Source: an optimization exercise on an open RTL-to-GDS flow (aim: small area). Production flows keep margins and buffers that such runs may drop.
The RTL was checked by simulation tests, not by an equivalence proof against the original design.
In every run shown here, the design's own scripts or RTL, not TritonCTS, make the clock network.
The flow treats the clock pin as an ideal source. Dropping or thinning the clock tree relies on that and would not hold on a real chip.
No activity file was given, so power comes from the tool's default toggle rates.

==> design/flow/flow/run.sh <==
#!/bin/bash
# The standard ORFS layout (the standard.sh: standard synthesis, floorplan, placement,
# routing), except that clock tree synthesis is replaced by flow/manual_cts.tcl: the clock
# port drives MCTS_NBUF clock buffers, each driving one cluster of nearby flip-flops.
set -euo pipefail
export MCTS_NBUF=4
export MCTS_BUF=sky130_fd_sc_hd__clkbuf_16
bash standard.sh "PRE_CTS_TCL=$PWD/flow/manual_cts.tcl" finish > standard_flow.log 2>&1
==> design/flow/flow/manual_cts.tcl <==
# Sourced by ORFS cts.tcl as PRE_CTS_TCL. Replaces TritonCTS with a one-level clock tree:
# the clock port drives a few clock buffers, each driving one cluster of nearby flip-flops.
proc manual_clock_tree {args} {
  set nbuf $::env(MCTS_NBUF)
  set bufm $::env(MCTS_BUF)
  set db [ord::get_db]
  set block [ord::get_db_block]
  set master [$db findMaster $bufm]
  set clknet [$block findNet clk]
  set sinks {}
  foreach it [$clknet getITerms] {
    if {[$it isInputSignal] || [[$it getMTerm] getSigType] == "CLOCK" || [[$it getMTerm] getName] == "CLK"} {
      set inst [$it getInst]
      set bb [$inst getBBox]
      lappend sinks [list $it [expr {([$bb xMin] + [$bb xMax]) / 2.0}] [expr {([$bb yMin] + [$bb yMax]) / 2.0}]]
    }
  }
  set n [llength $sinks]
  puts "manual_clock_tree: $n sinks, $nbuf x $bufm"
  # k-means on sink locations, seeded by sorting along x then y
  set sorted [lsort -real -index 1 $sinks]
  set cx {}; set cy {}
  for {set k 0} {$k < $nbuf} {incr k} {
    set s [lindex $sorted [expr {int(($k + 0.5) * $n / $nbuf)}]]
    lappend cx [lindex $s 1]; lappend cy [lindex $s 2]
  }
  for {set iter 0} {$iter < 50} {incr iter} {
    set assign {}
    set sx [lrepeat $nbuf 0.0]; set sy [lrepeat $nbuf 0.0]; set sc [lrepeat $nbuf 0]
    foreach s $sinks {
      set best 0; set bd 1e30
      for {set k 0} {$k < $nbuf} {incr k} {
        set d [expr {abs([lindex $s 1] - [lindex $cx $k]) + abs([lindex $s 2] - [lindex $cy $k])}]
        if {$d < $bd} {set bd $d; set best $k}
      }
      lappend assign $best
      lset sx $best [expr {[lindex $sx $best] + [lindex $s 1]}]
      lset sy $best [expr {[lindex $sy $best] + [lindex $s 2]}]
      lset sc $best [expr {[lindex $sc $best] + 1}]
    }
    for {set k 0} {$k < $nbuf} {incr k} {
      if {[lindex $sc $k] > 0} {
        lset cx $k [expr {[lindex $sx $k] / [lindex $sc $k]}]
        lset cy $k [expr {[lindex $sy $k] / [lindex $sc $k]}]
      }
    }
  }
  for {set k 0} {$k < $nbuf} {incr k} {
    set inst [odb::dbInst_create $block $master "mcts_buf_$k"]
    set net [odb::dbNet_create $block "mcts_net_$k"]
    $net setSigType CLOCK
    $inst setLocation [expr {int([lindex $cx $k])}] [expr {int([lindex $cy $k])}]
    $inst setPlacementStatus PLACED
    foreach mt [[$inst getMaster] getMTerms] {
      set it [$inst findITerm [$mt getName]]
      if {[$mt getSigType] == "POWER"} { $it connect [$block findNet VDD] } 
      if {[$mt getSigType] == "GROUND"} { $it connect [$block findNet VSS] }
    }
    [$inst findITerm A] connect $clknet
    [$inst findITerm X] connect $net
    puts "  cluster $k: [lindex $sc $k] sinks at [lindex $cx $k] [lindex $cy $k]"
  }
  set i 0
  foreach s $sinks {
    set it [lindex $s 0]
    set k [lindex $assign $i]
    $it disconnect
    $it connect [$block findNet "mcts_net_$k"]
    incr i
  }
  set_propagated_clock [all_clocks]
}
rename clock_tree_synthesis orig_clock_tree_synthesis
proc clock_tree_synthesis {args} { manual_clock_tree }
==> design/flow/standard.sh <==
#!/bin/bash
# synth_recipe.tcl (not shown) runs the flow's synth.tcl, then flattens the netlist and writes it again
# the make line also repeats each setting of config.mk as NAME=value (left out here)
make -C /OpenROAD-flow-scripts/flow DESIGN_CONFIG=/design/flow/config.mk WORK_HOME=/design/flow/orfs CLKGATE_MAP_FILE= SYNTH_SCRIPT=/design/flow/synth_recipe.tcl "${@:-finish}"
==> design/flow/config.mk <==
export PLATFORM = sky130hd
export DESIGN_NAME = top_module
export DESIGN_NICKNAME = top_module
export VERILOG_FILES = /design/flow/design.v
export SDC_FILE = /design/flow/constraint.sdc
export NUM_CORES = 4
export LEC_CHECK = 0
export CAP_MARGIN = 20
export CORE_MARGIN = 2
export CORE_UTILIZATION = 75
export PLACE_DENSITY = 0.85
export SLEW_MARGIN = 20
==> design/flow/constraint.sdc <==
create_clock -name core_clock -period 10.0 [get_ports {clk}]
set_input_delay 2.0000 -clock core_clock [delete_from_list [all_inputs] [get_ports {clk}]]
set_output_delay 2.0000 -clock core_clock [all_outputs]
set_load 0.01 [all_outputs]
==> design/flow/design.v <==
module top_module (input clk, input rst, input tx_start, output tx_pin, input rx_pin, output w_led_ale);
    localparam [20:0] LS_INV = 21'h0aaaaa;
    reg [20:0] lsq;
    reg led;
    wire [20:0] ls = lsq ^ LS_INV;
    wire ls_z = (ls[19:0] == 20'd0);
    always @(posedge clk)
        if (rst) begin
            lsq <= 21'd1 ^ LS_INV;
            led <= 1'b0;
        end else begin
            lsq <= {ls[19:0], ls[20] ^ ls[18] ^ ls_z} ^ LS_INV;
            if (ls_z & ~ls[20]) led <= ~led;
        end
    assign w_led_ale = led;
    localparam [7:0] S_END = 8'd241, S_117 = 8'd139, S_232 = 8'd120;
    reg [3:0] h;
    reg [7:0] u;
    reg [7:0] rsh;
    wire r_idle = h[3] & h[1];
    wire u_end  = (u == S_END);
    always @(posedge clk)
        if (rst | r_idle | u_end)
            h <= (rst | (r_idle & rx_pin)) ? 4'd11 : r_idle ? 4'd0 :
                 {h[3] | (h[2] & h[1] & h[0]), h[2] ^ (h[1] & h[0]), h[1] ^ h[0], ~h[0]};
    always @(posedge clk)
        if (r_idle) u <= S_117;
        else        u <= {u[6:0], u[7] ^ u[5] ^ u[4] ^ u[3] ^ u_end};
    always @(posedge clk)
        if (u_end && h != 9) rsh <= {rx_pin, rsh[7:1]};
    wire we = (h == 4'd10);
    reg [7:0] mem0, mem1, mem2, mem3;
    reg [1:0] i;
    always @(posedge clk) begin
        if (rst | (we && i == 2'b00)) mem0 <= rst ? 8'h61 : rsh;
        if (rst | (we && i == 2'b01)) mem1 <= rst ? 8'h62 : rsh;
        if (rst | (we && i == 2'b11)) mem2 <= rst ? 8'h63 : rsh;
        if (rst | (we && i == 2'b10)) mem3 <= rst ? 8'h64 : rsh;
    end
    always @(posedge clk)
        if (rst) i <= 0;
        else if (we) i <= {i[0], ~i[1]};
    reg [3:0] b;
    reg [7:0] r;
    reg [7:0] c;
    reg [1:0] j;
    wire r_end = (r == S_END);
    wire load  = (b == 4'd9);
    reg [7:0] rd;
    always @(*)
        case (j)
        2'b00: rd = mem0;
        2'b01: rd = mem1;
        2'b11: rd = mem2;
        default: rd = mem3;
        endcase
    always @(posedge clk)
        if (rst) begin
            b <= 4'd10;
            r <= S_END;
        end else begin
            if (r_end | load) b <= {(b[3] & ~(b[1] & b[0])) | (b[2] & b[1] & b[0]), ~b[3] & (b[2] ^ (b[1] & b[0])), ~(b[3] & b[1] & b[0]) & (b[1] ^ b[0]), ~b[0]};
            if (r_end && b == 4'd8) r <= S_232;
            else r <= {r[6:0], r[7] ^ r[5] ^ r[4] ^ r[3] ^ r_end};
        end
    always @(posedge clk)
        if (rst) j <= 2'd1;
        else if (load) j <= {j[0], ~j[1]};
    always @(posedge clk)
        if (rst | load) c <= rst ? 8'h61 : rd;
    assign tx_pin = b[3] ? ~(b[1] & b[0]) : c[b[2:0]];
endmodule
==> results of run 1 <==
-- per-layer routing --
| layer | vias up | share of wire [%] | track usage [%] |
|---|---|---|---|
| met2 | 25 | 53 | 41.7 |
| li1 | 947 | - | - |
| met4 | 0 | 1.4 | 3.23 |
| met1 | 971 | 43 | 30.8 |
| met5 | - | 0 | 0 |
| met3 | 7 | 3.0 | 1.92 |
-- flip-flops by register name (all words and copies together) (netlist names) --
signal / flops
mem0: 8
led: 1
lsq: 21
mem2: 8
b: 4
r: 8
u: 8
rsh: 8
c: 8
j: 2
i: 2
h: 4
mem3: 8
mem1: 8
-- critical path, delay by kind of cell (launching register included) --
kind | cells | cell delay [ns]
buf+inv | 1 | 0.48
simple gates | 1 | 0.17
compound gates | 2 | 0.26
flops | 1 | 0.47
mux | 1 | 0.55
-- through the flow --
| step | total power, mW | worst slack (ns) | std cells | hold slack (ns) |
|---|---|---|---|---|
| 2_1_floorplan | 0.533 | 6.66 | 262 | 0.358 |
| 3_3_place_gp | 0.550 | 5.80 | 317 | 0.367 |
| 3_5_place_dp | 0.556 | 5.75 | 317 | 0.370 |
| 4_1_cts | 0.713 | 5.90 | 321 | 0.392 |
| 5_1_grt | 0.740 | 5.75 | 321 | 0.414 |
| 6_report | 0.711 | 5.92 | 321 | 0.389 |
-- path summary, 6_finish.rpt --
kind         slack [ns]  cells after the start  endpoint   start
max                5.92                      5    tx_pin    b[1]
min                0.39                      1    lsq[5]  lsq[4]
max reg2reg        7.98                      3    rsh[4]    u[5]
min reg2reg        0.39                      1    lsq[5]  lsq[4]
-- final cells by class --
cell class              count  area share [%]
inverters                   8           0.784
plain buffers               4            2.61
flip-flops and latches     98            64.8
repair buffers              9            2.03
well taps                  54            1.76
multi-input cells         148            28.0
-- cell usage in the layout (no fill, tap or decap), types with 2 or more instances in the layout --
cell type / n
clkbuf_16: 4
a21oi_1: 7
inv_1: 8
mux4_2: 10
nor4_1: 3
nand3_1: 2
or2_2: 10
and3b_1: 2
nor2_1: 19
o31ai_1: 3
xnor2_1: 5
o211ai_1: 2
o21ai_0: 11
ha_1: 6
nand2_1: 21
edfxtp_1: 52
and2_1: 10
xor2_1: 3
nand4_1: 4
buf_4: 5
dfxtp_1: 46
clkdlybuf4s50_1: 4
nand2b_1: 4
nor2b_1: 8
-- where the power goes --
group | switching [mW] | internal (mW) | total, mW | leakage [nW]
clock | 0.0896 | 0.0731 | 0.163 | 0.0493
combinational | 0.0389 | 0.0367 | 0.0756 | 0.476
sequential | 0.0194 | 0.453 | 0.472 | 0.874
-- logic make-up after synthesis --
family	share of synthesized area [%]
DFF	68.7
and+or+nand+nor	14.5
AOI/OAI and AO/OA	4.67
buffers and inverters	1.70
muxes	6.51
xor gates and xnor gates	1.94
adders and majority gates	2.08
==> flow_summary.toml, run 1 <==
[status]
status = "complete, no violations"

[cells_and_area]
ff_latch_area_um2 = 2480
area_overhead_vs_synth_pct = 5.92
num-nets-final = 279
final_util_pct = 81.6
stdcell_area_um2 = 3830
fillers = 267
antenna_cells = 0
drive_gt1_share_pct = 12.7
multiInputGateArea_um2 = 1070

[logic_synthesis]
commonest_cells_in_the_synthesized_netlist = "edfxtp_1, dfxtp_1, nand2_1, nor2_1, o21ai_0"
syn_nets = 272
synth-seq-area-share_pct = 68.7
netlist.area_leader.share_pct = 43.2
syn_avg_cell_area_um2 = 13.8
synth_cells = 262
yosys.cell_count.top_type = "edfxtp_1"
synth_async_sr_flop_share_pct = 0
synthesis.area_um2 = 3620
ys_top_cells_by_area = "edfxtp_1, dfxtp_1, mux4_2"
ys.warnings.count = 1
synth-seq-cells = 98
synth_top_cell_by_area = "edfxtp_1"
yosys_cell_types = 42
synth_enable_flop_cells = 52
ys_dominant_reg_cell = "edfxtp_1"

[setup_path]
critPathMaxFanout = 5
crit_type = "flop to primary output"
crit_path_end_kind = "primary output"
critPathLaunchType = "flop"
critPathSlowestCell = "mux4_2"
required_ns = 8.00
worst_ep_arrival_time_ns = 2.08
cpPeakStageDelay_ns = 0.55
worst_path_cell_trace = "mux4_2 -> and2_1 -> a211oi_1 -> a21oi_1 -> clkdlybuf4s50_1"

[cts]
cts_setup_buffers = 0
path_clk_slew_ns = 0.09
postCtsHoldBufs = 0
ctsResizeCount = 0
insertion_delay_ns = 0.16

[die]
top_level_ports = 6
chipWidth_um = 73.4
placementRows = 25
die-height_um = 73.4
design.core.area_um2 = 4690
design.die.area_um2 = 5390
initial_core_util_pct = 77.1

[timing]
rsz0062_at_grt = "false"
finalHoldViolations = 0
worst_slew_margin_rel_pct = 49.9
finalSetupViolations = 0
final_max_slew_viol_count = 0
min_period_over_period_pct = 40.8
pin_slew_with_the_least_headroom_to_its_limit_ns = 0.750
finalClockSkew_ns = 0.0177
fin_tns_setup_ns = 0
timing.final.crit_period_ns = 4.08
achievable-frequency_mhz = 245

[global_routing]
grt_overflow = 0
grt_max_degree = 41
initial_antenna_violation_count = 0
grt_first_pass_wirelength_mm = 9.49
first_global_vias = 2002
grt.total_usage_pct = 22.8

[routing]
route.detailed.drc = 0
via_count = 1950
dr.first_iter.drc_count = 126
route.antenna.remaining_nets = 0
routed_wire_length_per_instance_um = 17.5
wl_mm = 5.63
drt-pass1-iter-count = 4
route.detailed.vias_per_inst = 6.07

[placed_design]
gpl.final_weighted_congestion = 0.757
placedInstanceArea_um2 = 3730
hpwl_mm = 3.72
port_buffers = 4

[worst_hold_path]
min_delay_worst_type = "flop to flop"

[flow_run]
cap_violations = 0

[pwr]
ir_worst_vdd_uv = 139
power.density_nw_per_um2 = 186
p_leak_nw = 1.40
==> inputs of run 2 (changes only) <==
--- a/design/flow/flow/run.sh
+++ b/design/flow/flow/run.sh
@@ -6,3 +6,3 @@
 export MCTS_NBUF=4
 export MCTS_BUF=sky130_fd_sc_hd__clkbuf_16
-bash standard.sh "PRE_CTS_TCL=$PWD/flow/manual_cts.tcl" finish > standard_flow.log 2>&1
+bash standard.sh "PRE_CTS_TCL=$PWD/flow/manual_cts.tcl" "BUFFER_PORTS_ARGS=-buffer_cell sky130_fd_sc_hd__buf_1" finish > standard_flow.log 2>&1
--- a/design/flow/config.mk
+++ b/design/flow/config.mk
@@ -6,7 +6,8 @@
 export NUM_CORES = 4
 export LEC_CHECK = 0
-export CAP_MARGIN = 20
+export CAP_MARGIN = 0
 export CORE_MARGIN = 2
 export CORE_UTILIZATION = 75
+export GPL_TIMING_DRIVEN = 0
 export PLACE_DENSITY = 0.85
-export SLEW_MARGIN = 20
+export SLEW_MARGIN = 0
==> flow_summary.toml, run 2 <==
[status]
status = "complete, no violations"

[global_routing]
grt_first_pass_wirelength_mm = 9.30
grt.total_usage_pct = 22.3
grt_overflow = 0
first_global_vias = 1947
grt_max_degree = 34
initial_antenna_violation_count = 0

[routing]
drt-pass1-iter-count = 4
dr.first_iter.drc_count = 136
wl_mm = 5.68
route.detailed.drc = 0
route.detailed.vias_per_inst = 6.15
via_count = 1998
routed_wire_length_per_instance_um = 17.5
route.antenna.remaining_nets = 0

[logic_synthesis]
ys_top_cells_by_area = "edfxtp_1, dfxtp_1, mux4_2"
commonest_cells_in_the_synthesized_netlist = "edfxtp_1, dfxtp_1, nand2_1, nor2_1, o21ai_0"
ys.warnings.count = 1
ys_dominant_reg_cell = "edfxtp_1"
netlist.area_leader.share_pct = 43.2
synthesis.area_um2 = 3620
syn_avg_cell_area_um2 = 13.8
synth_top_cell_by_area = "edfxtp_1"
yosys_cell_types = 42
synth-seq-area-share_pct = 68.7
synth_async_sr_flop_share_pct = 0
synth_cells = 262
syn_nets = 272
synth-seq-cells = 98
synth_enable_flop_cells = 52
yosys.cell_count.top_type = "edfxtp_1"

[die]
chipWidth_um = 73.4
design.core.area_um2 = 4690
die-height_um = 73.4
initial_core_util_pct = 77.1
design.die.area_um2 = 5390
top_level_ports = 6
placementRows = 25

[setup_path]
critPathMaxFanout = 5
critPathLaunchType = "flop"
crit_family = "multiplexers"
critPathSlowestCell = "mux4_2"
worst_path_cell_trace = "mux4_2 -> and2_1 -> a211oi_1 -> a21oi_1 -> buf_1"
crit_type = "flop to primary output"
crit_path_end_kind = "primary output"
required_ns = 8.00
cpPeakStageDelay_ns = 0.53
worst_ep_arrival_time_ns = 1.68
wp_buf_inv = 1

[timing]
min_period_over_period_pct = 36.8
final_critical_path_setup_slack_ns = 6.32
hold_ws_ns = 0.399
finalSetupViolations = 0
final_max_slew_viol_count = 0
worst_slew_margin_rel_pct = 11.3
finalClockSkew_ns = 0.0397
achievable-frequency_mhz = 272
rsz0062_at_grt = "false"
timing.final.crit_period_ns = 3.68
fin_tns_setup_ns = 0
pin_slew_with_the_least_headroom_to_its_limit_ns = 1.32
finalHoldViolations = 0

[pwr]
p_leak_nw = 1.38
ir_worst_vdd_uv = 158
power.density_nw_per_um2 = 186

[placed_design]
gpl.final_weighted_congestion = 0.775
placedInstanceArea_um2 = 3700
place.detailed.instances = 320
dpl_worst_slack_ns = 6.24
port_buffers = 4
hpwl_mm = 3.94

[cells_and_area]
drive_gt1_share_pct = 11.4
stdcell_area_um2 = 3800
area_overhead_vs_synth_pct = 5.19
register_bank_with_the_most_flops = "lsq"
layout.cells.most_common_list = "edfxtp_1, dfxtp_1, nand2_1, nor2_1, o21ai_0"
final_cell_count_without_fillers = 325
num-nets-final = 283
flip_flop_count_of_the_largest_register_all_copies_and_words_added = 21
layout_commonest_cell = "edfxtp_1"
antenna_cells = 0

[cts]
cts_setup_buffers = 0
ctsResizeCount = 0
postCtsHoldBufs = 0
insertion_delay_ns = 0.17
path_clk_slew_ns = 0.11

[worst_hold_path]
min_delay_worst_type = "flop to flop"

[flow_run]
cap_violations = 0
## run 2: cell counts after synthesis
No cell type changed its count.
## run 2: routing by layer
metal	share of wire (%)	up-vias	global-route usage [%]
li1	-	962	-
met1	42	981	30.8
met2	52	44	39.6
met3	4.5	11	1.92
met4	1.7	0	4.24
met5	0	-	0
## run 2: kinds of logic after synthesis
family,Yosys count,synth area share (%)
AO/OA/AOI/OAI,28,4.67
flip-flops,98,68.7
XOR/XNOR,8,1.94
buffers and inverters,16,1.70
adder cells (fa/ha/maj),6,2.08
multiplexers,11,6.51
AND/OR/NAND/NOR,95,14.5
## run 2: area by class of cell
type / instances / area, um^2
multi-input combinational: 148 / 1070
buffer: 12 / 131
inverter: 8 / 30.0
tap: 54 / 67.6
fill: 266 / 888
timing repair buffer: 5 / 20.0
sequential: 98 / 2480
## run 2: power breakdown
part	total [mW]	internal, mW	switching [mW]
clock network	0.163	0.0731	0.0896
registers	0.472	0.453	0.0193
logic	0.0741	0.0338	0.0402
total	0.709	0.560	0.149
## run 2: worst paths after layout
path / start / to / slack (ns) / cells after the start
max: b[1] / tx_pin / 6.32 / 5
min: lsq[12] / lsq[13] / 0.40 / 1
max reg2reg: h[0] / mem2[7] / 7.62 / 5
min reg2reg: lsq[12] / lsq[13] / 0.40 / 1
## run 2: per-stage QoR
step,power (mW),util (%)
final,0.709,81.1
after global routing,0.735,81.1
after CTS,0.710,81.0
after detailed placement,0.554,78.8
after global placement,0.548,78.8
after floorplan,0.533,-
==> inputs of run 3 (changes only) <==
--- a/design/flow/flow/run.sh
+++ b/design/flow/flow/run.sh
@@ -5,4 +5,4 @@
 set -euo pipefail
 export MCTS_NBUF=4
-export MCTS_BUF=sky130_fd_sc_hd__clkbuf_16
+export MCTS_BUF=sky130_fd_sc_hd__buf_12
 bash standard.sh "PRE_CTS_TCL=$PWD/flow/manual_cts.tcl" "BUFFER_PORTS_ARGS=-buffer_cell sky130_fd_sc_hd__buf_1" finish > standard_flow.log 2>&1
==> flow_summary.toml, run 3 <==
[logic_synthesis]
syn_nets = 272
ys_top_cells_by_area = "edfxtp_1, dfxtp_1, mux4_2"
post_synth_fa_ha_maj_area_fraction_pct = 2.08
synth_top_family_by_area = "simple AND/OR/NAND/NOR gates"
syn_avg_cell_area_um2 = 13.8
synth-seq-area-share_pct = 68.7
post_synth_and_or_nand_nor_area_fraction_pct = 14.5
ys_dominant_reg_cell = "edfxtp_1"
synth_top_cell_by_area = "edfxtp_1"
synth-compound-area-share_pct = 4.67
yosys_cell_types = 42
commonest_cells_in_the_synthesized_netlist = "edfxtp_1, dfxtp_1, nand2_1, nor2_1, o21ai_0"
synth_async_sr_flop_share_pct = 0
synth-seq-cells = 98
synthesis.area_um2 = 3620
synth_cells = 262
synth_enable_flop_cells = 52
ys.warnings.count = 1
yosys.cell_count.top_type = "edfxtp_1"
netlist.area_leader.share_pct = 43.2
post_synth_mux_area_share_pct = 6.51
synthXorXnorAreaFrac_pct = 1.94

[setup_path]
cp_num_cells = 5
critical_path.reg2reg.endpoint = "mem2[7]"
reg2regPathDepth = 5
endpoint = "tx_pin"
reg2reg_setup_slack_ns = 7.56
cpPeakStageDelay_ns = 0.52
critPathLaunchType = "flop"
worst_ep_arrival_time_ns = 1.69
crit_type = "flop to primary output"
crit_family = "multiplexers"
required_ns = 8.00
r2r_start = "h[0]"
critPathMaxFanout = 5
crit_path_start = "b[1]"
critPathSlowestCell = "mux4_2"
crit_path_end_kind = "primary output"
wp_buf_inv = 1
worst_path_cell_trace = "mux4_2 -> and2_1 -> a211oi_1 -> a21oi_1 -> buf_1"

[global_routing]
first_global_vias = 1960
grt_overflow = 0
initial_antenna_violation_count = 0
grt_first_pass_wirelength_mm = 9.29
grt.total_usage_pct = 22.4
grt_max_degree = 34

[routing]
drt-pass1-iter-count = 4
wl_mm = 5.63
via_count = 1980
dr.first_iter.drc_count = 123
route.antenna.remaining_nets = 0
route.detailed.drc = 0
routed_wire_length_per_instance_um = 17.3
route.detailed.vias_per_inst = 6.09

[die]
initial_core_util_pct = 77.1
placementRows = 25
chipWidth_um = 73.4
design.core.area_um2 = 4690
die-height_um = 73.4
top_level_ports = 6
design.die.area_um2 = 5390

[status]
status = "complete, no violations"

[placed_design]
hpwl_mm = 3.94
gpl.final_weighted_congestion = 0.775
dpl_worst_slack_ns = 6.24
port_buffers = 4
place.detailed.instances = 320

[cells_and_area]
register_bank_with_the_most_flops = "lsq"
layout_commonest_cell = "edfxtp_1"
drive_gt1_share_pct = 11.4
flip_flop_count_of_the_largest_register_all_copies_and_words_added = 21
area_overhead_vs_synth_pct = 4.64
final_cell_count_without_fillers = 325
num-nets-final = 283
antenna_cells = 0
layout.cells.most_common_list = "edfxtp_1, dfxtp_1, nand2_1, nor2_1, o21ai_0"

[timing]
fin_tns_setup_ns = 0
final_max_slew_viol_count = 0
rsz0062_at_grt = "false"
finalSetupViolations = 0
finalClockSkew_ns = 0.0409
pin_slew_with_the_least_headroom_to_its_limit_ns = 1.34
final_critical_path_setup_slack_ns = 6.31
timing.final.crit_period_ns = 3.69
min_period_over_period_pct = 36.9
worst_slew_margin_rel_pct = 9.61
finalHoldViolations = 0
achievable-frequency_mhz = 271

[flow_run]
cap_violations = 0

[cts]
path_clk_slew_ns = 0.12
insertion_delay_ns = 0.14
cts_setup_buffers = 0
ctsResizeCount = 0
postCtsHoldBufs = 0

[worst_hold_path]
min_delay_worst_type = "flop to flop"

[pwr]
p_leak_nw = 1.37
power_mw = 0.700
ir_worst_vdd_uv = 140
power.density_nw_per_um2 = 185
-- run 3: power breakdown --
group / internal [mW] / total (mW) / switching [mW]
logic: 0.0339 / 0.0743 / 0.0405
registers: 0.453 / 0.472 / 0.0187
clock network: 0.0650 / 0.154 / 0.0889
total: 0.552 / 0.700 / 0.148
-- run 3: cells by family (layout without fill, tap and decap cells) --
logic type | Yosys count | count (layout)
adder cells (fa/ha/maj) | 6 | 6
multiplexers | 11 | 11
XOR/XNOR | 8 | 8
flip-flops | 98 | 98
AND/OR/NAND/NOR | 95 | 95
AO/OA/AOI/OAI | 28 | 28
buffers and inverters | 16 | 25
-- run 3: per-layer routing --
| layer | up-vias | share of wire (%) | global-route usage [%] | wire [um] |
|---|---|---|---|---|
| met1 | 981 | 44 | 31.6 | 2460 |
| met3 | 9 | 3.2 | 1.10 | 180 |
| met2 | 30 | 52 | 39.9 | 2900 |
| met5 | - | 0 | 0 | 0 |
| li1 | 960 | - | - | - |
| met4 | 0 | 1.4 | 3.64 | 81 |
-- run 3: worst min-delay path by stage --
stage / from / endpoint / slack [ns] / cells after the start
detailed placement: lsq[0] / lsq[1] / 0.37 / 1
CTS: lsq[4] / lsq[5] / 0.40 / 1
finish: lsq[4] / lsq[5] / 0.40 / 1
floorplan: lsq[0] / lsq[1] / 0.36 / 1
global route: lsq[16] / lsq[17] / 0.41 / 1
global placement: lsq[12] / lsq[13] / 0.37 / 1
-- run 3: cell type report --
| type | instances | area, um^2 |
|---|---|---|
| well taps | 54 | 67.6 |
| fillers | 275 | 908 |
| plain buffers | 12 | 111 |
| multi-input cells | 148 | 1070 |
| repair buffers | 5 | 20.0 |
| flip-flops and latches | 98 | 2480 |
| inverters | 8 | 30.0 |
-- run 3: stage by stage --
stage	hold slack, ns	utilization, %	instance area (um^2)
after CTS	0.402	80.5	3780
after detailed placement	0.373	78.8	3700
after floorplan	0.358	-	3620
after global placement	0.368	78.8	3700
final	0.397	80.6	3780
after global routing	0.412	80.6	3780
==> inputs of run 4 (changes only) <==
--- a/design/flow/flow/run.sh
+++ b/design/flow/flow/run.sh
@@ -4,5 +4,5 @@
 # port drives MCTS_NBUF clock buffers, each driving one cluster of nearby flip-flops.
 set -euo pipefail
-export MCTS_NBUF=4
-export MCTS_BUF=sky130_fd_sc_hd__buf_12
+export MCTS_NBUF=3
+export MCTS_BUF=sky130_fd_sc_hd__clkbuf_16
 bash standard.sh "PRE_CTS_TCL=$PWD/flow/manual_cts.tcl" "BUFFER_PORTS_ARGS=-buffer_cell sky130_fd_sc_hd__buf_1" finish > standard_flow.log 2>&1
--- a/design/flow/flow/manual_cts.tcl
+++ b/design/flow/flow/manual_cts.tcl
@@ -25,17 +25,32 @@
     lappend cx [lindex $s 1]; lappend cy [lindex $s 2]
   }
-  for {set iter 0} {$iter < 50} {incr iter} {
-    set assign {}
-    set sx [lrepeat $nbuf 0.0]; set sy [lrepeat $nbuf 0.0]; set sc [lrepeat $nbuf 0]
+  # balanced k-means: each cluster takes at most ceil(n / nbuf) sinks, nearest pairs first
+  set cap [expr {($n + $nbuf - 1) / $nbuf}]
+  for {set iter 0} {$iter < 30} {incr iter} {
+    set pairs {}
+    set idx 0
     foreach s $sinks {
-      set best 0; set bd 1e30
       for {set k 0} {$k < $nbuf} {incr k} {
-        set d [expr {abs([lindex $s 1] - [lindex $cx $k]) + abs([lindex $s 2] - [lindex $cy $k])}]
-        if {$d < $bd} {set bd $d; set best $k}
+        lappend pairs [list [expr {abs([lindex $s 1] - [lindex $cx $k]) + abs([lindex $s 2] - [lindex $cy $k])}] $idx $k]
       }
-      lappend assign $best
-      lset sx $best [expr {[lindex $sx $best] + [lindex $s 1]}]
-      lset sy $best [expr {[lindex $sy $best] + [lindex $s 2]}]
-      lset sc $best [expr {[lindex $sc $best] + 1}]
+      incr idx
+    }
+    set pairs [lsort -real -index 0 $pairs]
+    set assign [lrepeat $n -1]
+    set sc [lrepeat $nbuf 0]
+    foreach p $pairs {
+      set idx [lindex $p 1]; set k [lindex $p 2]
+      if {[lindex $assign $idx] < 0 && [lindex $sc $k] < $cap} {
+        lset assign $idx $k
+        lset sc $k [expr {[lindex $sc $k] + 1}]
+      }
+    }
+    set sx [lrepeat $nbuf 0.0]; set sy [lrepeat $nbuf 0.0]
+    set idx 0
+    foreach s $sinks {
+      set k [lindex $assign $idx]
+      lset sx $k [expr {[lindex $sx $k] + [lindex $s 1]}]
+      lset sy $k [expr {[lindex $sy $k] + [lindex $s 2]}]
+      incr idx
     }
     for {set k 0} {$k < $nbuf} {incr k} {
==> flow_summary.toml, run 4 <==
[setup_path]
worst_path_cell_trace = "mux4_2 -> and2_1 -> a211oi_1 -> a21oi_1 -> buf_1"
required_ns = 8.00
wp_buf_inv = 1
critPathLaunchType = "flop"
crit_path_end_kind = "primary output"
critPathSlowestCell = "mux4_2"
worst_ep_arrival_time_ns = 1.71
cpPeakStageDelay_ns = 0.53
crit_type = "flop to primary output"
crit_family = "multiplexers"
critPathMaxFanout = 5
reg2reg_setup_slack_ns = 7.56

[cells_and_area]
multiInputGateArea_um2 = 1070
stdcell_area_um2 = 3780
flip_flop_count_of_the_largest_register_all_copies_and_words_added = 21
area_overhead_vs_synth_pct = 4.50
register_bank_with_the_most_flops = "lsq"
num-nets-final = 282
layout.cells.most_common_list = "edfxtp_1, dfxtp_1, nand2_1, nor2_1, o21ai_0"
antenna_cells = 0
drive_gt1_share_pct = 11.1
ff_latch_area_um2 = 2480
fillers = 269
layout_commonest_cell = "edfxtp_1"

[logic_synthesis]
syn_avg_cell_area_um2 = 13.8
ys_dominant_reg_cell = "edfxtp_1"
synth-seq-area-share_pct = 68.7
netlist.area_leader.share_pct = 43.2
ys_top_cells_by_area = "edfxtp_1, dfxtp_1, mux4_2"
synth_cells = 262
synth_enable_flop_cells = 52
synth_top_cell_by_area = "edfxtp_1"
ys.warnings.count = 1
synth-seq-cells = 98
synth_async_sr_flop_share_pct = 0
commonest_cells_in_the_synthesized_netlist = "edfxtp_1, dfxtp_1, nand2_1, nor2_1, o21ai_0"
syn_nets = 272
yosys_cell_types = 42
synthesis.area_um2 = 3620
yosys.cell_count.top_type = "edfxtp_1"

[routing]
routedLengthMet1_mm = 2.51
routed_wire_length_per_instance_um = 17.2
via_count = 1970
met3_wirelength_um = 147
highest-signal-layer = "met4"
route.detailed.drc = 0
route.antenna.remaining_nets = 0
dr.first_iter.drc_count = 125
route.detailed.vias_per_inst = 6.08
wl_met2_mm = 2.89
drt-pass1-iter-count = 4
wl_mm = 5.58

[placed_design]
placedInstanceArea_um2 = 3700
gpl.final_weighted_congestion = 0.775
hpwl_mm = 3.94
port_buffers = 4

[cts]
postCtsHoldBufs = 0
cts_setup_buffers = 0
path_clk_slew_ns = 0.12
ctsResizeCount = 0
insertion_delay_ns = 0.17

[timing]
finalClockSkew_ns = 0.00915
finalHoldViolations = 0
rsz0062_at_grt = "false"
min_period_over_period_pct = 37.1
finalSetupViolations = 0
timing.final.crit_period_ns = 3.71
worst_slew_margin_rel_pct = 11.0
pin_slew_with_the_least_headroom_to_its_limit_ns = 1.32
achievable-frequency_mhz = 270
fin_tns_setup_ns = 0
final_max_slew_viol_count = 0

[global_routing]
grt.total_usage_pct = 22.1
grt_overflow = 0
grt_first_pass_wirelength_mm = 9.22
grt_max_degree = 34
first_global_vias = 1941
initial_antenna_violation_count = 0

[die]
design.die.area_um2 = 5390
top_level_ports = 6
initial_core_util_pct = 77.1
chipWidth_um = 73.4
die-height_um = 73.4
placementRows = 25
design.core.area_um2 = 4690

[pwr]
p_leak_nw = 1.37
power_mw = 0.690
power.density_nw_per_um2 = 183
ir_worst_vdd_uv = 184

[worst_hold_path]
min_delay_worst_type = "flop to flop"

[status]
status = "complete, no violations"

[flow_run]
cap_violations = 0
[run 4: cell types whose count changed in the layout (fill, tap and decap cells not counted)]
| cell | previous run | this run |
|---|---|---|
| buf_12 | 4 | 0 |
| clkbuf_16 | 0 | 3 |
[run 4: worst paths after layout]
| kind | from | end | depth (start not counted) |
|---|---|---|---|
| min | lsq[14] | lsq[15] | 1 |
| min reg2reg | lsq[14] | lsq[15] | 1 |
| max | b[1] | tx_pin | 5 |
| max reg2reg | h[0] | mem2[2] | 5 |
[run 4: cells by family after synthesis]
group                      count (synthesis)  share of synthesized area (%)
AOI/OAI and AO/OA                         28                           4.67
buffers and inverters                     16                           1.70
and+or+nand+nor                           95                           14.5
muxes                                     11                           6.51
xor gates and xnor gates                   8                           1.94
DFF                                       98                           68.7
adders and majority gates                  6                           2.08
[run 4: area by class of cell]
type,count,share of cell area [%]
multi-input cells,148,28.4
flip-flops and latches,98,65.7
repair buffers,5,0.530
plain buffers,11,2.81
well taps,54,1.79
inverters,8,0.795
[run 4: stage by stage]
step                hold WS (ns)  cells  util (%)  worst slack [ns]
floorplan                  0.358    262         -              6.66
global placement           0.368    320      78.8              6.29
detailed placement         0.373    320      78.8              6.24
CTS                        0.402    323      80.4              6.29
global route               0.415    324      80.5              6.15
finish                     0.402    324      80.5              6.29
[run 4: where the power goes]
| part | switching [mW] | internal (mW) | total, mW |
|---|---|---|---|
| logic | 0.0397 | 0.0338 | 0.0735 |
| registers | 0.0186 | 0.453 | 0.472 |
| clock network | 0.0892 | 0.0558 | 0.145 |
[run 4: layer usage]
metal	global-route usage, %	vias up
met4	2.83	0
met1	31.9	985
li1	-	958
met3	1.37	4
met5	0	-
met2	39.0	23
==> inputs of run 5 (changes only) <==
--- a/design/flow/design.v
+++ b/design/flow/design.v
@@ -14,5 +14,5 @@
         end
     assign w_led_ale = led;
-    localparam [7:0] S_END = 8'd241, S_117 = 8'd139, S_232 = 8'd120;
+    localparam [7:0] S_END = 8'd11, S_117 = 8'd49, S_232 = 8'd5, S_X = 8'd139;
     reg [3:0] h;
     reg [7:0] u;
@@ -26,5 +26,5 @@
     always @(posedge clk)
         if (r_idle) u <= S_117;
-        else        u <= {u[6:0], u[7] ^ u[5] ^ u[4] ^ u[3] ^ u_end};
+        else        u <= {u[6:0], u[7] ^ u[0] ^ u[1] ^ u[6] ^ u_end};
     always @(posedge clk)
         if (u_end && h != 9) rsh <= {rx_pin, rsh[7:1]};
@@ -56,4 +56,9 @@
         endcase
     always @(posedge clk)
+        if (rst) j <= 2'd1;
+        else if (load) j <= {j[0], ~j[1]};
+    always @(posedge clk)
+        if (rst | load) c <= rst ? 8'h61 : rd;
+    always @(posedge clk)
         if (rst) begin
             b <= 4'd10;
@@ -62,11 +67,6 @@
             if (r_end | load) b <= {(b[3] & ~(b[1] & b[0])) | (b[2] & b[1] & b[0]), ~b[3] & (b[2] ^ (b[1] & b[0])), ~(b[3] & b[1] & b[0]) & (b[1] ^ b[0]), ~b[0]};
             if (r_end && b == 4'd8) r <= S_232;
-            else r <= {r[6:0], r[7] ^ r[5] ^ r[4] ^ r[3] ^ r_end};
+            else r <= {r[6:0], r[7] ^ r[0] ^ r[1] ^ r[6] ^ r_end};
         end
-    always @(posedge clk)
-        if (rst) j <= 2'd1;
-        else if (load) j <= {j[0], ~j[1]};
-    always @(posedge clk)
-        if (rst | load) c <= rst ? 8'h61 : rd;
     assign tx_pin = b[3] ? ~(b[1] & b[0]) : c[b[2:0]];
 endmodule
==> flow_summary.toml, run 5 <==
[pwr]
internal_power_mw = 0.550
p_leak_nw = 1.36
ir_worst_vdd_uv = 145
power.switching_mw = 0.151
power_frac_comb_pct = 11.6
power.share.clock_pct = 20.3
power.density_nw_per_um2 = 186
p_sw_share_pct = 21.6
seq_power_share_pct = 68.0

[setup_path]
required_ns = 8.00
critPathLaunchType = "flop"
worst_ep_arrival_time_ns = 1.71
reg2regPathDepth = 5
crit_type = "flop to primary output"
crit_path_end_kind = "primary output"
critPathMaxFanout = 5

[placed_design]
hpwl_mm = 3.90
port_buffers = 4
gpl.final_weighted_congestion = 0.813
placedInstanceArea_um2 = 3670

[die]
die-height_um = 73.2
top_level_ports = 6
chipWidth_um = 73.2
design.die.area_um2 = 5350
initial_core_util_pct = 77.0
placementRows = 25
design.core.area_um2 = 4660

[global_routing]
first_global_vias = 1933
initial_antenna_violation_count = 0
grt_first_pass_wirelength_mm = 9.17
grt_overflow = 0
grt_max_degree = 34
grt.total_usage_pct = 22.2

[cells_and_area]
drive_gt1_share_pct = 10.2
num-nets-final = 276
fillers = 258
area_overhead_vs_synth_pct = 4.88
antenna_cells = 0
layout_commonest_cell = "edfxtp_1"
multiInputGateArea_um2 = 1060
stdcell_area_um2 = 3760
register_bank_with_the_most_flops = "lsq"
ff_latch_area_um2 = 2480
layout.cells.most_common_list = "edfxtp_1, dfxtp_1, nand2_1, nor2_1, and2_1"
flip_flop_count_of_the_largest_register_all_copies_and_words_added = 21

[logic_synthesis]
synth_cells = 256
synth_async_sr_flop_share_pct = 0
yosys_cell_types = 41
ys.warnings.count = 1
syn_nets = 266
syn_avg_cell_area_um2 = 14.0
yosys.cell_count.top_type = "edfxtp_1"
synth-seq-cells = 98
netlist.area_leader.share_pct = 43.5
ys_top_cells_by_area = "edfxtp_1, dfxtp_1, mux4_2"
ys_dominant_reg_cell = "edfxtp_1"
commonest_cells_in_the_synthesized_netlist = "edfxtp_1, dfxtp_1, nand2_1, nor2_1, and2_1"
synth_enable_flop_cells = 52
synth_top_cell_by_area = "edfxtp_1"
synthesis.area_um2 = 3590
synth-seq-area-share_pct = 69.2

[cts]
ctsResizeCount = 0
postCtsHoldBufs = 0
path_clk_slew_ns = 0.11
insertion_delay_ns = 0.17
cts_setup_buffers = 0

[timing]
final_max_slew_viol_count = 0
fin_tns_setup_ns = 0
worst_slew_margin_rel_pct = 14.5
achievable-frequency_mhz = 269
finalSetupViolations = 0
min_period_over_period_pct = 37.1
finalHoldViolations = 0
finalClockSkew_ns = 0.00593
rsz0062_at_grt = "false"
timing.final.crit_period_ns = 3.71
pin_slew_with_the_least_headroom_to_its_limit_ns = 1.27

[worst_hold_path]
min_delay_path_depth = 1
min_delay_worst_type = "flop to flop"

[routing]
route.detailed.vias_per_inst = 6.03
dr.first_iter.drc_count = 114
drt-pass1-iter-count = 4
route.antenna.remaining_nets = 0
wl_mm = 5.48
via_count = 1919
routed_wire_length_per_instance_um = 17.2
route.detailed.drc = 0

[status]
status = "complete, no violations"

[flow_run]
cap_violations = 0
==> run 5: changes by cell type after synthesis, sizes merged, moves of 2 or more <==
cell and change:
and2 +3, inv -2, nor2b +4, nor2 -3, nand3 +2, o21ai -3
xor2 +2, nand2 -2, nand2b -2
==> run 5: cell families (layout without fill, tap and decap cells) <==
kind of cell               count (synthesis)  count (layout)  share of synthesized area, %
muxes                                     11              11                          6.56
xor gates and xnor gates                   9               9                          2.20
and+or+nand+nor                           93              93                          14.1
AOI/OAI and AO/OA                         25              25                          4.36
DFF                                       98              98                          69.2
buffers and inverters                     14              22                          1.50
adders and majority gates                  6               6                          2.09
==> run 5: critical path, stage by stage, from the launching register on <==
cell and delay, ns:
dfxtp_1 0.47, mux4_2 0.53, and2_1 0.17, a211oi_1 0.20, a21oi_1 0.06, buf_1 0.13
==> run 5: per-stage QoR <==
step	power (mW)	setup slack, ns	cells	hold slack (ns)	util, %
2_1_floorplan	0.544	6.66	256	0.358	-
3_3_place_gp	0.560	6.28	314	0.368	78.8
3_5_place_dp	0.566	6.17	314	0.369	78.8
4_1_cts	0.704	6.28	317	0.396	80.4
5_1_grt	0.732	6.17	318	0.411	80.8
6_report	0.701	6.29	318	0.394	80.8
==> run 5: cell type report <==
type | count | share of cell area (%)
Sequential cell | 98 | 66.0
Multi-Input combinational cell | 144 | 28.2
Buffer | 11 | 2.83
Tap cell | 54 | 1.80
Timing Repair Buffer | 5 | 0.598
Inverter | 6 | 0.598
==> run 5: per-layer routing <==
metal  share of wire [%]  global-route usage (%)  up-vias
met4                0.97                    3.09        0
met5                   0                       0        -
li1                    -                       -      930
met3                 4.2                    1.52        4
met2                  53                    38.7       38
met1                  42                    31.8      947
==> run 5: power groups by stage <==
| stage | registers [mW] | clock network (mW) | logic [mW] |
|---|---|---|---|
| 2_1_floorplan | 0.479 | 0 | 0.0643 |
| 3_3_place_gp | 0.484 | 0 | 0.0765 |
| 3_5_place_dp | 0.486 | 0 | 0.0805 |
| 4_1_cts | 0.477 | 0.146 | 0.0814 |
| 5_1_grt | 0.481 | 0.161 | 0.0910 |
| 6_report | 0.477 | 0.143 | 0.0816 |
==> run 5: final timing paths <==
kind,startpoint,endpoint,slack (ns)
worst min-delay path,lsq[16],lsq[17],0.39
worst max register to register,h[0],mem2[7],7.60
worst min register to register,lsq[16],lsq[17],0.39
worst max-delay path,b[1],tx_pin,6.29
==> inputs of run 6 (changes only) <==
==> design/flow/flow/run.sh (replaced) <==
#!/bin/bash
# The standard ORFS layout (standard.sh) with three changes:
# - synthesis: flow/synth.tcl runs the standard synthesis script (synth_recipe.tcl)
#   but has ABC map the logic between the registers with flow/abc_area.script, an
#   area-oriented mapping; the registers are the standard synthesis's;
# - clock tree: flow/manual_cts.tcl replaces clock tree synthesis: the clock port drives
#   MCTS_NBUF clock buffers, each driving one cluster of nearby flip-flops;
# - port buffers are buf_1.
# Everything goes to standard_flow.log here; ORFS keeps each step's log under orfs/logs.
set -euo pipefail
export MCTS_NBUF=3
export MCTS_BUF=sky130_fd_sc_hd__clkbuf_16
export AREA_ABC_SCRIPT=$PWD/flow/abc_area.script
export FLOW_SYNTH_TCL=$PWD/synth_recipe.tcl
bash standard.sh "SYNTH_SCRIPT=$PWD/flow/synth.tcl" "PRE_CTS_TCL=$PWD/flow/manual_cts.tcl" \
  "BUFFER_PORTS_ARGS=-buffer_cell sky130_fd_sc_hd__buf_1" finish > standard_flow.log 2>&1
==> design/flow/flow/abc_area.script (new file) <==
strash
&get -n
&st
&syn3
&put
dch -f
amap
==> design/flow/flow/synth.tcl (new file) <==
# The standard synthesis script (synth_recipe.tcl in the work folder), with one change:
# ABC maps the logic between the registers with flow/abc_area.script (area-oriented
# mapping) instead of ORFS's delay-oriented script. Registers, their names and cell types
# come from the passes before ABC and are the standard synthesis's.
proc abc {args} {
  set i [lsearch -exact $args -script]
  if {$i >= 0} {
    lset args [expr {$i + 1}] $::env(AREA_ABC_SCRIPT)
  }
  puts "abc (area script): $args"
  yosys abc {*}$args
}
source $::env(FLOW_SYNTH_TCL)
==> flow_summary.toml, run 6 <==
[cells_and_area]
final_util_pct = 82.4
antenna_cells = 0
flip_flop_count_of_the_largest_register_all_copies_and_words_added = 21
layout_commonest_cell = "edfxtp_1"
ff_latch_area_um2 = 2480
fillers = 245
drive_gt1_share_pct = 1.80
layout.cells.most_common_list = "edfxtp_1, dfxtp_1, clkinv_1, nor2_1"
multiInputGateArea_um2 = 907
register_bank_with_the_most_flops = "lsq"
num-nets-final = 290
area_overhead_vs_synth_pct = 4.64

[flow_run]
cap_violations = 0

[die]
chipWidth_um = 72.1
design.core.area_um2 = 4410
design.die.area_um2 = 5190
initial_core_util_pct = 78.7
top_level_ports = 6
placementRows = 24
die-height_um = 72.1

[setup_path]
crit_path_end_kind = "flop"
cpPeakStageDelay_ns = 0.96
critPathLaunchType = "primary input"
worst_path_cell_trace = "buf_2 -> clkinv_1 -> a21oi_1"
crit_type = "primary input to flop"
reg2regPathDepth = 4
critPathSlowestCell = "a21oi_1"
critPathMaxFanout = 37
worst_ep_arrival_time_ns = 4.34
required_ns = 9.81

[cts]
insertion_delay_ns = 0.17
postCtsHoldBufs = 0
cts_setup_buffers = 0
ctsResizeCount = 0
path_clk_slew_ns = 0.12

[logic_synthesis]
synth_top_cell_by_area = "edfxtp_1"
synthXorXnorAreaFrac_pct = 0.504
synthesis.area_um2 = 3480
ys_top_cells_by_area = "edfxtp_1, dfxtp_1, a221oi_1"
post_synth_fa_ha_maj_area_fraction_pct = 2.16
synth_async_sr_flop_share_pct = 0
synth_enable_flop_cells = 52
ys_dominant_reg_cell = "edfxtp_1"
ys.warnings.count = 1
yosys_cell_types = 31
post_synth_mux_area_share_pct = 0
synth-compound-area-share_pct = 10.9
commonest_cells_in_the_synthesized_netlist = "edfxtp_1, dfxtp_1, clkinv_1, nor2_1"
syn_nets = 280
synth_top_family_by_area = "simple AND/OR/NAND/NOR gates"
netlist.area_leader.share_pct = 44.9
syn_avg_cell_area_um2 = 12.9
synth_cells = 270
yosys.cell_count.top_type = "edfxtp_1"
synth-seq-cells = 98
synth-seq-area-share_pct = 71.4
post_synth_and_or_nand_nor_area_fraction_pct = 12.5

[routing]
dr.first_iter.drc_count = 164
route.detailed.drc = 0
via_count = 2042
drt-pass1-iter-count = 4
routed_wire_length_per_instance_um = 16.5
wl_mm = 5.44
route.detailed.vias_per_inst = 6.19
route.antenna.remaining_nets = 0

[placed_design]
port_buffers = 4
gpl.final_weighted_congestion = 0.912
hpwl_mm = 3.47

[timing]
min_period_over_period_pct = 45.4
finalHoldViolations = 0
achievable-frequency_mhz = 220
rsz0062_at_grt = "false"
worst_slew_margin_rel_pct = 17.3
fin_tns_setup_ns = 0
timing.final.crit_period_ns = 4.54
pin_slew_with_the_least_headroom_to_its_limit_ns = 1.23
finalClockSkew_ns = 0.0120
final_max_slew_viol_count = 0
finalSetupViolations = 0

[pwr]
ir_worst_vdd_uv = 140
power_frac_comb_pct = 10.2
p_sw_share_pct = 22.5
power.switching_mw = 0.158
p_leak_nw = 1.26
seq_power_share_pct = 68.4
power.density_nw_per_um2 = 193
power.share.clock_pct = 21.4
internal_power_mw = 0.543

[worst_hold_path]
min_delay_path_depth = 1
min_delay_worst_type = "flop to flop"

[global_routing]
grt_overflow = 0
grt.total_usage_pct = 21.9
grt_max_degree = 38
grt_first_pass_wirelength_mm = 9.06
initial_antenna_violation_count = 0
first_global_vias = 2042

[status]
status = "complete, no violations"
-- run 6: cell count changes in the layout (fill, tap and decap cells not counted), sizes merged, moves of 4 or more --
cell    change
inv         -6
clkbuf      -6
and2       -13
a221oi     +20
nor3        +7
xnor2       -4
clkinv     +23
nor2        +7
mux4       -10
o21ai       +5
-- run 6: area by class of cell --
cell class | instances | area share [%]
sequential | 98 | 68.2
tap | 52 | 1.79
multi-input combinational | 149 | 24.9
timing repair buffer | 5 | 0.585
inverter | 23 | 2.37
buffer | 3 | 2.06
-- run 6: path summary, 6_finish.rpt --
| kind | to | slack [ns] | from |
|---|---|---|---|
| setup / recovery | mem2[3] | 5.46 | rst |
| hold / removal | lsq[3] | 0.39 | lsq[2] |
| setup reg to reg | mem1[3] | 7.69 | h[0] |
| hold reg to reg | lsq[3] | 0.39 | lsq[2] |
-- run 6: critical path, delay by kind of cell --
family	cells	cell delay [ns]
buf+inv	2	1.36
compound gates	1	0.96
-- run 6: power by group through the flow --
stage / logic, mW / registers, mW / clock network [mW]
after floorplan: 0.0546 / 0.482 / 0
after global placement: 0.0681 / 0.487 / 0
after detailed placement: 0.0706 / 0.487 / 0
after CTS: 0.0715 / 0.479 / 0.150
after global routing: 0.0817 / 0.484 / 0.161
final: 0.0716 / 0.479 / 0.150
-- run 6: logic make-up after synthesis --
| kind of cell | Yosys count |
|---|---|
| xor gates and xnor gates | 2 |
| buffers and inverters | 23 |
| and+or+nand+nor | 88 |
| AOI/OAI and AO/OA | 53 |
| DFF | 98 |
| adders and majority gates | 6 |
-- run 6: through the flow --
| stage | total power, mW | instances | cell area (um^2) | hold slack [ns] | setup WS, ns |
|---|---|---|---|---|---|
| 6_report | 0.700 | 330 | 3640 | 0.394 | 5.46 |
| 5_1_grt | 0.727 | 330 | 3640 | 0.417 | 5.27 |
| 4_1_cts | 0.701 | 329 | 3630 | 0.390 | 5.44 |
| 3_5_place_dp | 0.558 | 326 | 3560 | 0.364 | 5.27 |
| 3_3_place_gp | 0.555 | 326 | 3560 | 0.360 | 4.24 |
| 2_1_floorplan | 0.537 | 270 | 3480 | 0.353 | 6.66 |
-- run 6: metal layers --
layer	part of all wire, %	vias up	track usage, %
met1	42	965	28.4
met3	4.1	4	2.22
li1	-	1017	-
met5	0	-	0
met4	0.70	0	4.82
met2	53	56	40.0
==> inputs of run 7 (changes only) <==
--- a/design/flow/design.v
+++ b/design/flow/design.v
@@ -14,20 +14,22 @@
         end
     assign w_led_ale = led;
-    localparam [7:0] S_END = 8'd11, S_117 = 8'd49, S_232 = 8'd5, S_X = 8'd139;
+    localparam [7:0] T_INV = 8'h55;
+    localparam [7:0] S_END = 8'd79, S_117 = 8'd243, S_232 = 8'd167, S_X = 8'd207;
     reg [3:0] h;
-    reg [7:0] u;
+    reg [7:0] uq;
+    wire [7:0] u = uq ^ T_INV;
     reg [7:0] rsh;
-    wire r_idle = h[3] & h[1];
+    wire r_idle = (h == 4'd15);
     wire u_end  = (u == S_END);
     always @(posedge clk)
         if (rst | r_idle | u_end)
-            h <= (rst | (r_idle & rx_pin)) ? 4'd11 : r_idle ? 4'd0 :
-                 {h[3] | (h[2] & h[1] & h[0]), h[2] ^ (h[1] & h[0]), h[1] ^ h[0], ~h[0]};
+            h <= (rst | (r_idle & rx_pin) | (h == 4'd9)) ? 4'd15 :
+                 {h[3] ^ (h[2] & h[1] & h[0]), h[2] ^ (h[1] & h[0]), h[1] ^ h[0], ~h[0]};
     always @(posedge clk)
-        if (r_idle) u <= S_117;
-        else        u <= {u[6:0], u[7] ^ u[0] ^ u[1] ^ u[6] ^ u_end};
+        if (rst | r_idle) uq <= S_117 ^ T_INV;
+        else              uq <= T_INV ^ {u[6:0], u[7] ^ u[0] ^ u[4] ^ u[5] ^ u_end};
     always @(posedge clk)
         if (u_end && h != 9) rsh <= {rx_pin, rsh[7:1]};
-    wire we = (h == 4'd10);
+    wire we = r_idle & (u[6] == 1'b0);
     reg [7:0] mem0, mem1, mem2, mem3;
     reg [1:0] i;
@@ -42,5 +44,6 @@
         else if (we) i <= {i[0], ~i[1]};
     reg [3:0] b;
-    reg [7:0] r;
+    reg [7:0] rq;
+    wire [7:0] r = rq ^ T_INV;
     reg [7:0] c;
     reg [1:0] j;
@@ -63,9 +66,9 @@
         if (rst) begin
             b <= 4'd10;
-            r <= S_END;
+            rq <= S_END ^ T_INV;
         end else begin
             if (r_end | load) b <= {(b[3] & ~(b[1] & b[0])) | (b[2] & b[1] & b[0]), ~b[3] & (b[2] ^ (b[1] & b[0])), ~(b[3] & b[1] & b[0]) & (b[1] ^ b[0]), ~b[0]};
-            if (r_end && b == 4'd8) r <= S_232;
-            else r <= {r[6:0], r[7] ^ r[0] ^ r[1] ^ r[6] ^ r_end};
+            if (r_end && b == 4'd8) rq <= S_232 ^ T_INV;
+            else rq <= T_INV ^ {r[6:0], r[7] ^ r[0] ^ r[4] ^ r[5] ^ r_end};
         end
     assign tx_pin = b[3] ? ~(b[1] & b[0]) : c[b[2:0]];
==> flow_summary.toml, run 7 <==
[pwr]
p_leak_nw = 1.25
power.density_nw_per_um2 = 180
ir_worst_vdd_uv = 208

[cts]
path_clk_slew_ns = 0.11
insertion_delay_ns = 0.17
ctsResizeCount = 0
cts_setup_buffers = 0
postCtsHoldBufs = 0

[logic_synthesis]
ys_dominant_reg_cell = "edfxtp_1"
syn_nets = 284
yosys_cell_types = 25
ys.warnings.count = 1
synthesis.area_um2 = 3440
synth-seq-area-share_pct = 72.1
synth_async_sr_flop_share_pct = 0
yosys.cell_count.top_type = "edfxtp_1"
synth_enable_flop_cells = 52
ys_top_cells_by_area = "edfxtp_1, dfxtp_1, a221oi_1"
syn_avg_cell_area_um2 = 12.5
netlist.area_leader.share_pct = 45.3
synth_top_cell_by_area = "edfxtp_1"
commonest_cells_in_the_synthesized_netlist = "edfxtp_1, dfxtp_1, nor2_1, nand2_1, clkinv_1"
synth-seq-cells = 98
synth_cells = 275

[timing]
finalSetupViolations = 0
achievable-frequency_mhz = 235
finalHoldViolations = 0
rsz0062_at_grt = "false"
worst_slew_margin_rel_pct = 11.9
fin_tns_setup_ns = 0
final_max_slew_viol_count = 0
pin_slew_with_the_least_headroom_to_its_limit_ns = 1.31
finalClockSkew_ns = 0.00662
timing.final.crit_period_ns = 4.25
min_period_over_period_pct = 42.5

[setup_path]
wp_buf_inv = 2
critPathLaunchType = "primary input"
crit_type = "primary input to flop"
worst_ep_arrival_time_ns = 4.04
critPathMaxFanout = 37
cpPeakStageDelay_ns = 0.75
crit_family = "buffers and inverters"
critPathSlowestCell = "o21ai_0"
crit_path_end_kind = "flop"
required_ns = 9.79
worst_path_cell_trace = "buf_2 -> clkinv_1 -> o21ai_0"

[cells_and_area]
num-nets-final = 294
register_bank_with_the_most_flops = "lsq"
drive_gt1_share_pct = 1.77
flip_flop_count_of_the_largest_register_all_copies_and_words_added = 21
stdcell_area_um2 = 3610
antenna_cells = 0
final_util_pct = 82.2
area_overhead_vs_synth_pct = 4.69
layout_commonest_cell = "edfxtp_1"
layout.cells.most_common_list = "edfxtp_1, dfxtp_1, nor2_1, nand2_1, clkinv_1"

[routing]
drt-pass1-iter-count = 5
via_count = 2069
wl_mm = 5.43
route.detailed.drc = 0
route.detailed.vias_per_inst = 6.18
dr.first_iter.drc_count = 87
route.antenna.remaining_nets = 0
routed_wire_length_per_instance_um = 16.2

[die]
placementRows = 24
chipWidth_um = 71.8
design.core.area_um2 = 4380
top_level_ports = 6
initial_core_util_pct = 78.6
design.die.area_um2 = 5150
die-height_um = 71.8

[status]
status = "complete, no violations"

[flow_run]
cap_violations = 0

[global_routing]
grt_max_degree = 38
initial_antenna_violation_count = 0
first_global_vias = 2100
grt_overflow = 0
grt.total_usage_pct = 21.7
grt_first_pass_wirelength_mm = 8.98

[placed_design]
placedInstanceArea_um2 = 3530
hpwl_mm = 3.60
gpl.final_weighted_congestion = 0.854
port_buffers = 4

[worst_hold_path]
min_delay_worst_type = "flop to flop"
run 7: changes by cell type in the layout (fill, tap and decap cells not counted), moves of 3 or more:
cell and delta:
nand2_1 +9, or2_0 -3, nor2_1 +11, or3_1 -3, a21oi_1 +3, nor2b_1 -6
run 7: power by group:
part / internal [mW] / switching [mW] / total [mW] / leakage, nW
logic: 0.0161 / 0.0307 / 0.0469 / 0.341
registers: 0.444 / 0.0127 / 0.457 / 0.871
clock network: 0.0558 / 0.0889 / 0.145 / 0.0370
total: 0.516 / 0.132 / 0.649 / 1.25
run 7: worst reg2reg max path: cells and delay by family (launching register included):
kind                     cells  cell delay [ns]
AND/OR/NAND/NOR              3             0.63
AO/OA/AOI/OAI                1             0.99
adder cells (fa/ha/maj)      1             0.19
flip-flops                   1             0.42
buffers and inverters        2             0.18
run 7: through the flow:
stage               hold slack, ns  total power [mW]  setup WS [ns]  std cells
finish                       0.392             0.649           5.75        335
global route                 0.401             0.670           5.53        335
CTS                          0.393             0.649           5.74        334
detailed placement           0.363             0.512           5.54        331
global placement             0.361             0.509           4.46        331
floorplan                    0.352             0.497           6.81        275
run 7: per-layer routing:
layer	up-vias	wire (um)	GRT usage, %	part of all wire, %
li1	1024	-	-	-
met1	988	2350	27.8	43
met2	51	2790	40.5	51
met3	6	253	2.11	4.7
met4	0	35	4.19	0.65
met5	-	0	0	0
run 7: layout make-up:
| type | count | area [um^2] |
|---|---|---|
| buffer | 3 | 75.1 |
| timing repair buffer | 5 | 21.3 |
| multi-input combinational | 154 | 876 |
| inverter | 23 | 86.3 |
| fill | 240 | 778 |
| tap | 52 | 65.1 |
| sequential | 98 | 2480 |
run 7: cells by family after synthesis:
family	Yosys count	synth area share [%]
compound gates	55	11.4
simple gates	94	12.2
buf+inv	23	2.51
fa+ha+maj	5	1.82
flops	98	72.1
run 7: final timing paths:
kind	cells after the start	slack [ns]	endpoint	from
setup reg to reg	7	7.21	mem3[1]	h[0]
hold reg to reg	1	0.39	lsq[17]	lsq[16]
setup / recovery	3	5.75	mem1[4]	rst
hold / removal	1	0.39	lsq[17]	lsq[16]
==> inputs of run 8 (changes only) <==
--- a/design/flow/flow/run.sh
+++ b/design/flow/flow/run.sh
@@ -3,5 +3,5 @@
 # - synthesis: flow/synth.tcl runs the standard synthesis script (synth_recipe.tcl)
 #   but has ABC map the logic between the registers with flow/abc_area.script, an
-#   area-oriented mapping; the registers are the standard synthesis's;
+#   area-oriented mapping, and skips extract_fa; the registers are the standard synthesis's;
 # - clock tree: flow/manual_cts.tcl replaces clock tree synthesis: the clock port drives
 #   MCTS_NBUF clock buffers, each driving one cluster of nearby flip-flops;
==> design/flow/flow/synth.tcl (replaced) <==
# The standard synthesis script (synth_recipe.tcl in the work folder), with two changes
# to the logic between the registers:
# - ABC maps it with flow/abc_area.script (area-oriented mapping) instead of ORFS's
#   delay-oriented script;
# - Yosys's extract_fa is skipped, so XORs are left to ABC instead of becoming half-adder
#   cells.
# The registers, their names and cell types come from the same passes as in the standard
# synthesis, and are the standard synthesis's.
proc abc {args} {
  set i [lsearch -exact $args -script]
  if {$i >= 0} {
    lset args [expr {$i + 1}] $::env(AREA_ABC_SCRIPT)
  }
  puts "abc (area script): $args"
  yosys abc {*}$args
}
proc extract_fa {args} { puts "extract_fa skipped" }
source $::env(FLOW_SYNTH_TCL)
==> flow_summary.toml, run 8 <==
[status]
status = "complete, no violations"

[global_routing]
grt_max_degree = 39
grt_first_pass_wirelength_mm = 9.04
initial_antenna_violation_count = 0
grt.total_usage_pct = 22.1
grt_overflow = 0
first_global_vias = 2054

[timing]
achievable-frequency_mhz = 236
finalHoldViolations = 0
timing.final.crit_period_ns = 4.24
rsz0062_at_grt = "false"
fin_tns_setup_ns = 0
pin_slew_with_the_least_headroom_to_its_limit_ns = 1.33
final_max_slew_viol_count = 0
finalSetupViolations = 0
min_period_over_period_pct = 42.4
finalClockSkew_ns = 0.00890
hold_ws_ns = 0.392
worst_slew_margin_rel_pct = 10.4

[routing]
routed_wire_length_per_instance_um = 16.0
drt-pass1-iter-count = 4
route.antenna.remaining_nets = 0
dr.first_iter.drc_count = 154
via_count = 2055
route.detailed.vias_per_inst = 6.21
wl_mm = 5.29
route.detailed.drc = 0

[setup_path]
wp_buf_inv = 2
reg2regPathDepth = 8
crit_path_end_kind = "flop"
critPathSlowestCell = "o21ai_0"
required_ns = 9.80
crit_family = "buffers and inverters"
crit_type = "primary input to flop"
reg2reg_setup_slack_ns = 7.32
worst_ep_arrival_time_ns = 4.04
cpPeakStageDelay_ns = 0.75
r2r_start = "h[1]"
worst_path_cell_trace = "buf_2 -> clkinv_1 -> o21ai_0"
critPathMaxFanout = 38
critPathLaunchType = "primary input"
critical_path.reg2reg.endpoint = "mem0[1]"

[logic_synthesis]
synth-seq-cells = 98
synthesis.area_um2 = 3380
synth_enable_flop_cells = 52
syn_nets = 276
yosys_cell_types = 24
commonest_cells_in_the_synthesized_netlist = "edfxtp_1, dfxtp_1, nor2_1, nand2_1, clkinv_1"
synth_async_sr_flop_share_pct = 0
synth_cells = 272
syn_avg_cell_area_um2 = 12.4
ys_dominant_reg_cell = "edfxtp_1"
ys.warnings.count = 1
synth_top_cell_by_area = "edfxtp_1"
synth-seq-area-share_pct = 73.5
netlist.area_leader.share_pct = 46.2
yosys.cell_count.top_type = "edfxtp_1"
ys_top_cells_by_area = "edfxtp_1, dfxtp_1, a221oi_1"

[die]
initial_core_util_pct = 77.6
placementRows = 24
top_level_ports = 6
design.die.area_um2 = 5060
design.core.area_um2 = 4350
chipWidth_um = 71.1
die-height_um = 71.1

[cells_and_area]
final_util_pct = 81.1
antenna_cells = 0
layout.cells.most_common_list = "edfxtp_1, dfxtp_1, nor2_1, nand2_1, clkinv_1"
num-nets-final = 285
area_overhead_vs_synth_pct = 4.63
layout_commonest_cell = "edfxtp_1"
flip_flop_count_of_the_largest_register_all_copies_and_words_added = 21
fillers = 232
drive_gt1_share_pct = 1.43
register_bank_with_the_most_flops = "lsq"

[flow_run]
cap_violations = 0

[cts]
cts_setup_buffers = 0
path_clk_slew_ns = 0.11
postCtsHoldBufs = 0
insertion_delay_ns = 0.17
ctsResizeCount = 0

[placed_design]
port_buffers = 4
hpwl_mm = 3.47
gpl.final_weighted_congestion = 0.758

[pwr]
p_leak_nw = 1.20
power.share.clock_pct = 23.0
ir_worst_vdd_uv = 151
power.density_nw_per_um2 = 181
power.switching_mw = 0.127
internal_power_mw = 0.511
p_sw_share_pct = 19.9
power_frac_comb_pct = 6.1
seq_power_share_pct = 70.9

[worst_hold_path]
min_delay_worst_type = "flop to flop"
min_delay_path_depth = 1
worst_hold_path.endpoint = "lsq[9]"
worstHoldStart = "lsq[8]"
run 8: how the worst max path moves through the flow:
stage / from / end / slack [ns] / cells after the start
CTS: rst / mem1[6] / 5.73 / 3
floorplan: rst / mem0[0] / 6.89 / 2
global placement: rst / mem1[4] / 4.53 / 3
finish: rst / mem1[6] / 5.76 / 3
detailed placement: rst / mem1[4] / 5.58 / 3
global route: rst / mem1[1] / 5.51 / 3
run 8: kinds of logic after synthesis:
family | count (synthesis) | share of synthesized area [%]
flops | 98 | 73.5
compound gates | 57 | 11.7
simple gates | 95 | 12.4
buf+inv | 22 | 2.45
run 8: worst register-to-register path: stages (launching register included):
cell and delay, ns:
edfxtp_1 0.35, clkinv_1 0.09, nor2b_1 0.16, nand2_1 0.09, nor2_1 0.25, nand2_1 0.15
nor2_1 0.18, clkinv_1 0.10, o21ai_0 0.94
run 8: stage by stage:
stage / std cells / total power, mW / instance area [um^2] / worst slack [ns]
floorplan: 272 / 0.487 / 3380 / 6.89
global placement: 328 / 0.498 / 3460 / 4.53
detailed placement: 328 / 0.500 / 3460 / 5.58
CTS: 331 / 0.639 / 3530 / 5.73
global route: 331 / 0.660 / 3530 / 5.51
finish: 331 / 0.638 / 3530 / 5.76
run 8: metal layers:
metal	up-vias	wire length, um	GRT usage, %
met5	-	0	0
li1	1014	-	-
met4	0	82	4.61
met3	7	252	1.14
met1	975	2250	29.7
met2	59	2700	40.4
run 8: final cells by class:
type | instances | area [um^2] | area share (%)
repair buffers | 4 | 16.3 | 0.460
well taps | 52 | 65.1 | 1.84
plain buffers | 3 | 75.1 | 2.12
multi-input cells | 152 | 812 | 23.0
inverters | 22 | 82.6 | 2.34
flip-flops and latches | 98 | 2480 | 70.3
run 8: power groups by stage:
| stage | clock (mW) | sequential (mW) | combinational [mW] |
|---|---|---|---|
| floorplan | 0 | 0.458 | 0.0285 |
| CTS | 0.148 | 0.452 | 0.0393 |
| finish | 0.147 | 0.452 | 0.0391 |
| global placement | 0 | 0.460 | 0.0375 |
| global route | 0.160 | 0.454 | 0.0459 |
| detailed placement | 0 | 0.461 | 0.0388 |

==> afterwards: timing with drivers on the ports <==
No port has a modelled driver above. Below, the same layouts with a new extraction and two added sets of constraints. Step 1 assumes that a clkbuf_16 drives the clock port and a buf_2 every other input. Step 2 also shifts input and output timing later by t, the mid clock arrival at the registers, as if the neighbouring blocks saw the same clock. a / b / c = ideal ports / drivers / drivers and shift; a / b = the first two.
run | shift t [ns] | setup slack, ns | worst setup path after step 2 | latest minus earliest clock arrival (ns) | worst data-port slew with drivers (ns)
run 1 | 0.226 | 5.920 / 5.844 / 5.797 | input to register | 0.018 / 0.017 | 0.03
run 2 | 0.220 | 6.318 / 6.249 / 6.249 | input to register | 0.040 / 0.040 | 0.03
run 3 | 0.201 | 6.315 / 6.239 / 6.211 | input to register | 0.042 / 0.042 | 0.03
run 4 | 0.226 | 6.294 / 6.236 / 6.251 | input to register | 0.010 / 0.011 | 0.03
run 5 | 0.228 | 6.286 / 6.223 / 6.173 | input to register | 0.007 / 0.007 | 0.03
run 6 | 0.225 | 5.464 / 5.500 / 5.275 | input to register | 0.013 / 0.012 | 0.03
run 7 | 0.218 | 5.753 / 5.782 / 5.564 | input to register | 0.008 / 0.009 | 0.03
run 8 | 0.230 | 5.759 / 5.800 / 5.570 | input to register | 0.010 / 0.009 | 0.03
After both steps setup and hold are still met in every run listed.
